This design comes from an exercise in tuning for small area, a short achievable clock period and few clock cycles on the open sky130 flow, not from production work. RTL that was checked went through simulation tests only; none was proved equivalent to the original.

==> exp/willow: inputs <==
// projeto
module projeto(
    input ck,
    input inicio,
    input rst,
    input [15:0] X,
    input [15:0] A,
    input [15:0] B,
    input [15:0] C,
    output pronto,
    output overflow,
    output [15:0] resultado
);
==> flow/config.mk <==
export PLATFORM = sky130hd
export DESIGN_NAME = projeto
export DESIGN_NICKNAME = projeto
export VERILOG_FILES = /design/flow/design.v
export SDC_FILE = /design/flow/constraint.sdc
export NUM_CORES = 4
export LEC_CHECK = 0
export CAP_MARGIN = 20
export CORE_MARGIN = 2
export CORE_UTILIZATION = 40
export SETUP_SLACK_MARGIN = 3.7
export SLEW_MARGIN = 20
==> flow/constraint.sdc <==
create_clock -name core_clock -period 9.5 [get_ports {ck}]
set_input_delay 1.9000 -clock core_clock [delete_from_list [all_inputs] [get_ports {ck}]]
set_output_delay 1.9000 -clock core_clock [all_outputs]
set_load 0.01 [all_outputs]
standard.sh (not shown) runs the stock make flow with config.mk's settings and CLKGATE_MAP_FILE= SYNTH_SCRIPT=/design/flow/synth_recipe.tcl, a recipe that flattens the netlist after the stock synthesis.
==> flow/flow/run.sh <==
#!/bin/bash
# Standard ORFS layout with two changes: Yosys's early "abc -fast" is skipped so the
# explicit adder tree in the RTL maps straight onto full-adder cells, and port buffers
# use the smallest buffer.
set -euo pipefail
export SYNTH_ARGS="-noabc"
export BUFFER_PORTS_ARGS="-buffer_cell sky130_fd_sc_hd__buf_1"
bash standard.sh > standard.log 2>&1
==> inputs of exp/umber, as changes to exp/willow <==
--- a/flow/design.v
+++ b/flow/design.v
@@ -1,14 +1,17 @@
 module mac(
     input [15:0] m,
     input [15:0] x,
     input [15:0] k,
-    output [15:0] s,
-    output o
+    output [15:0] ra,
+    output [15:0] rb,
+    output hi,
+    output po,
+    output [3:0] pl
 );
     wire pp_0_0 = m[0] & x[0];
     wire pp_0_1 = m[0] & x[1];
     wire pp_0_2 = m[0] & x[2];
     wire pp_0_3 = m[0] & x[3];
     wire pp_0_4 = m[0] & x[4];
     wire pp_0_5 = m[0] & x[5];
     wire pp_0_6 = m[0] & x[6];
@@ -376,49 +379,55 @@
     wire s233 = s227 ^ c200 ^ c202;
     wire c234 = (s227 & c200) | (s227 & c202) | (c200 & c202);
     wire s235 = s229 ^ s231 ^ c204;
     wire c236 = (s229 & s231) | (s229 & c204) | (s231 & c204);
     wire s237 = c206 ^ s233 ^ s235;
     wire c238 = (c206 & s233) | (c206 & s235) | (s233 & s235);
     wire s239 = c208 ^ c210 ^ s237;
     wire c240 = (c208 & c210) | (c208 & s237) | (c210 & s237);
-    wire [15:0] ra = {s239, s209, s181, s155, s131, s109, s89, s71, s55, s41, s29, s19, s11, s5, s1, k[0]};
-    wire [15:0] rb = {1'b0, c182, 1'b0, c132, 1'b0, 1'b0, c72, 1'b0, 1'b0, c30, 1'b0, 1'b0, 1'b0, 1'b0, 1'b0, pp_0_0};
-    wire [16:0] sum = ra + rb;
-    assign s = sum[15:0];
-    wire hi = (m[1] & (|x[15:15])) | (m[2] & (|x[15:14])) | (m[3] & (|x[15:13])) | (m[4] & (|x[15:12])) | (m[5] & (|x[15:11])) | (m[6] & (|x[15:10])) | (m[7] & (|x[15:9])) | (m[8] & (|x[15:8])) | (m[9] & (|x[15:7])) | (m[10] & (|x[15:6])) | (m[11] & (|x[15:5])) | (m[12] & (|x[15:4])) | (m[13] & (|x[15:3])) | (m[14] & (|x[15:2])) | (m[15] & (|x[15:1]));
-    assign o = hi | sum[16] | c212 | c214 | c216 | c218 | c220 | c222 | c224 | c226 | c228 | c230 | c232 | c234 | c236 | c238 | c240;
+    assign ra = {s239, s209, s181, s155, s131, s109, s89, s71, s55, s41, s29, s19, s11, s5, s1, k[0]};
+    assign rb = {1'b0, c182, 1'b0, c132, 1'b0, 1'b0, c72, 1'b0, 1'b0, c30, 1'b0, 1'b0, 1'b0, 1'b0, 1'b0, pp_0_0};
+    assign hi = (m[1] & (|x[15:15])) | (m[2] & (|x[15:14])) | (m[3] & (|x[15:13])) | (m[4] & (|x[15:12])) | (m[5] & (|x[15:11])) | (m[6] & (|x[15:10])) | (m[7] & (|x[15:9])) | (m[8] & (|x[15:8])) | (m[9] & (|x[15:7])) | (m[10] & (|x[15:6])) | (m[11] & (|x[15:5])) | (m[12] & (|x[15:4])) | (m[13] & (|x[15:3])) | (m[14] & (|x[15:2])) | (m[15] & (|x[15:1]));
+    assign po = c212 | c214 | c216 | c218 | c220 | c222 | c224 | c226 | c228;
+    assign pl = {c230 | c232, c234 | c236, c238, c240};
 endmodule
 module projeto(
     input ck,
     input inicio,
     input rst,
     input [15:0] X,
     input [15:0] A,
     input [15:0] B,
     input [15:0] C,
     output pronto,
     output overflow,
     output [15:0] resultado
 );
-    reg busy, pr, ov;
-    reg [15:0] r;
-    wire [15:0] m = busy ? r : A;
+    reg busy, pr, ov, qh;
+    reg [15:0] qa, qb;
+    reg [3:0] ql;
+    wire [16:0] v = qa + qb;
+    wire vo = ov | qh | (|ql) | v[16];
+    wire [15:0] m = busy ? v[15:0] : A;
     wire [15:0] k = busy ? C : B;
-    wire [15:0] s;
-    wire o;
-    mac u(.m(m), .x(X), .k(k), .s(s), .o(o));
+    wire [15:0] ra, rb;
+    wire [3:0] pl;
+    wire hi, po;
+    mac u(.m(m), .x(X), .k(k), .ra(ra), .rb(rb), .hi(hi), .po(po), .pl(pl));
     always @(posedge ck) begin
-        r  <= s;
-        ov <= o | (busy & ov);
+        qa <= ra;
+        qb <= rb;
+        qh <= hi;
+        ql <= pl;
+        ov <= po | (busy & vo);
         if (rst) begin
             busy <= 1'b0;
             pr   <= 1'b0;
         end else begin
             busy <= ~busy & inicio;
             pr   <= busy;
         end
     end
     assign pronto = pr;
-    assign resultado = r;
-    assign overflow = ov;
+    assign resultado = v[15:0];
+    assign overflow = vo;
 endmodule
==> flow/config.mk (replaced) <==
export PLATFORM = sky130hd
export DESIGN_NAME = projeto
export DESIGN_NICKNAME = projeto
export VERILOG_FILES = /design/flow/design.v
export SDC_FILE = /design/flow/constraint.sdc
export NUM_CORES = 4
export LEC_CHECK = 0
export CAP_MARGIN = 20
export CORE_MARGIN = 2
export CORE_UTILIZATION = 40
export SLEW_MARGIN = 20
==> notes <==
Between exp/willow and exp/umber, the lower wire length is in exp/umber (gap about 5.3%, measured against exp/umber).
Fmax: exp/willow is lower than exp/umber (2.3%).
Against exp/willow, the sequential share of layout area of exp/umber is higher by 4.2 points.
Against exp/willow, the worst setup slack of exp/umber is better by 0.14 ns.
==> figures <==
| metric | exp/willow | exp/umber |
|---|---|---|
| Clock insertion delay at the later pin of the skew report | 0.25 ns | 0.28 ns |
| Worst relative slew slack | 38.2% | 45.6% |
| Share of the synthesized netlist area taken by xor and xnor gates | 2.62% | 1.89% |
| Fin Clk Skew | 0.00272 ns | 0.00438 ns |
| Routed length per placed instance | 21.6 um | 19.9 um |
| Mapped Cells | 425 | 477 |
| Global-route wire length before repair | 23400 um | 22500 um |
| Vias/cell | 5.44 | 5.29 |
| Post-synthesis area per instance | 11.0 um^2 | 10.7 um^2 |
| Crit path time final | 6.16 ns | 6.02 ns |
| Fraction of the yosys area taken by sequential cells | 8.12% | 11.4% |
| Outcome | no timing/DRC/antenna violations | no timing/DRC/antenna violations |
| GRT met3 Usage | 2.27% | 3.71% |
Testbench counts of exp/umber, summed over its fixed seeds: cycles 4,800.
The RTL of exp/willow was laid out without a check of its function.

afterwards: timing with drivers on the ports:
In the flow no input, the clock included, has a driving cell. The finished layouts below were timed again as built, in two steps.
Step 1 (the two cells are an assumption about what drives the block):
set clk [get_ports {ck}]
set_driving_cell -lib_cell sky130_fd_sc_hd__clkbuf_16 $clk
set_driving_cell -lib_cell sky130_fd_sc_hd__buf_2 [delete_from_list [all_inputs] $clk]
Step 2 times the ports against the registers' clock, not the clock port: input delays grow and output delays shrink by t, the midpoint of the rising clock arrivals with the driver on.
a / b / c = ideal / step 1 / step 2; a / b = the first two.
run	t (ns)	slack for setup (ns)	worst setup path after step 2	pins driven straight from the clock port
exp/willow	0.282	3.338 / 3.335 / 3.053	input to register	1
exp/umber	0.315	3.479 / 3.493 / 3.178	input to register	1
After both steps setup and hold are still met in every run listed. For exp/umber, which loses most, drivers alone change the setup slack by +0.014 ns; drivers and shift together by -0.301 ns.
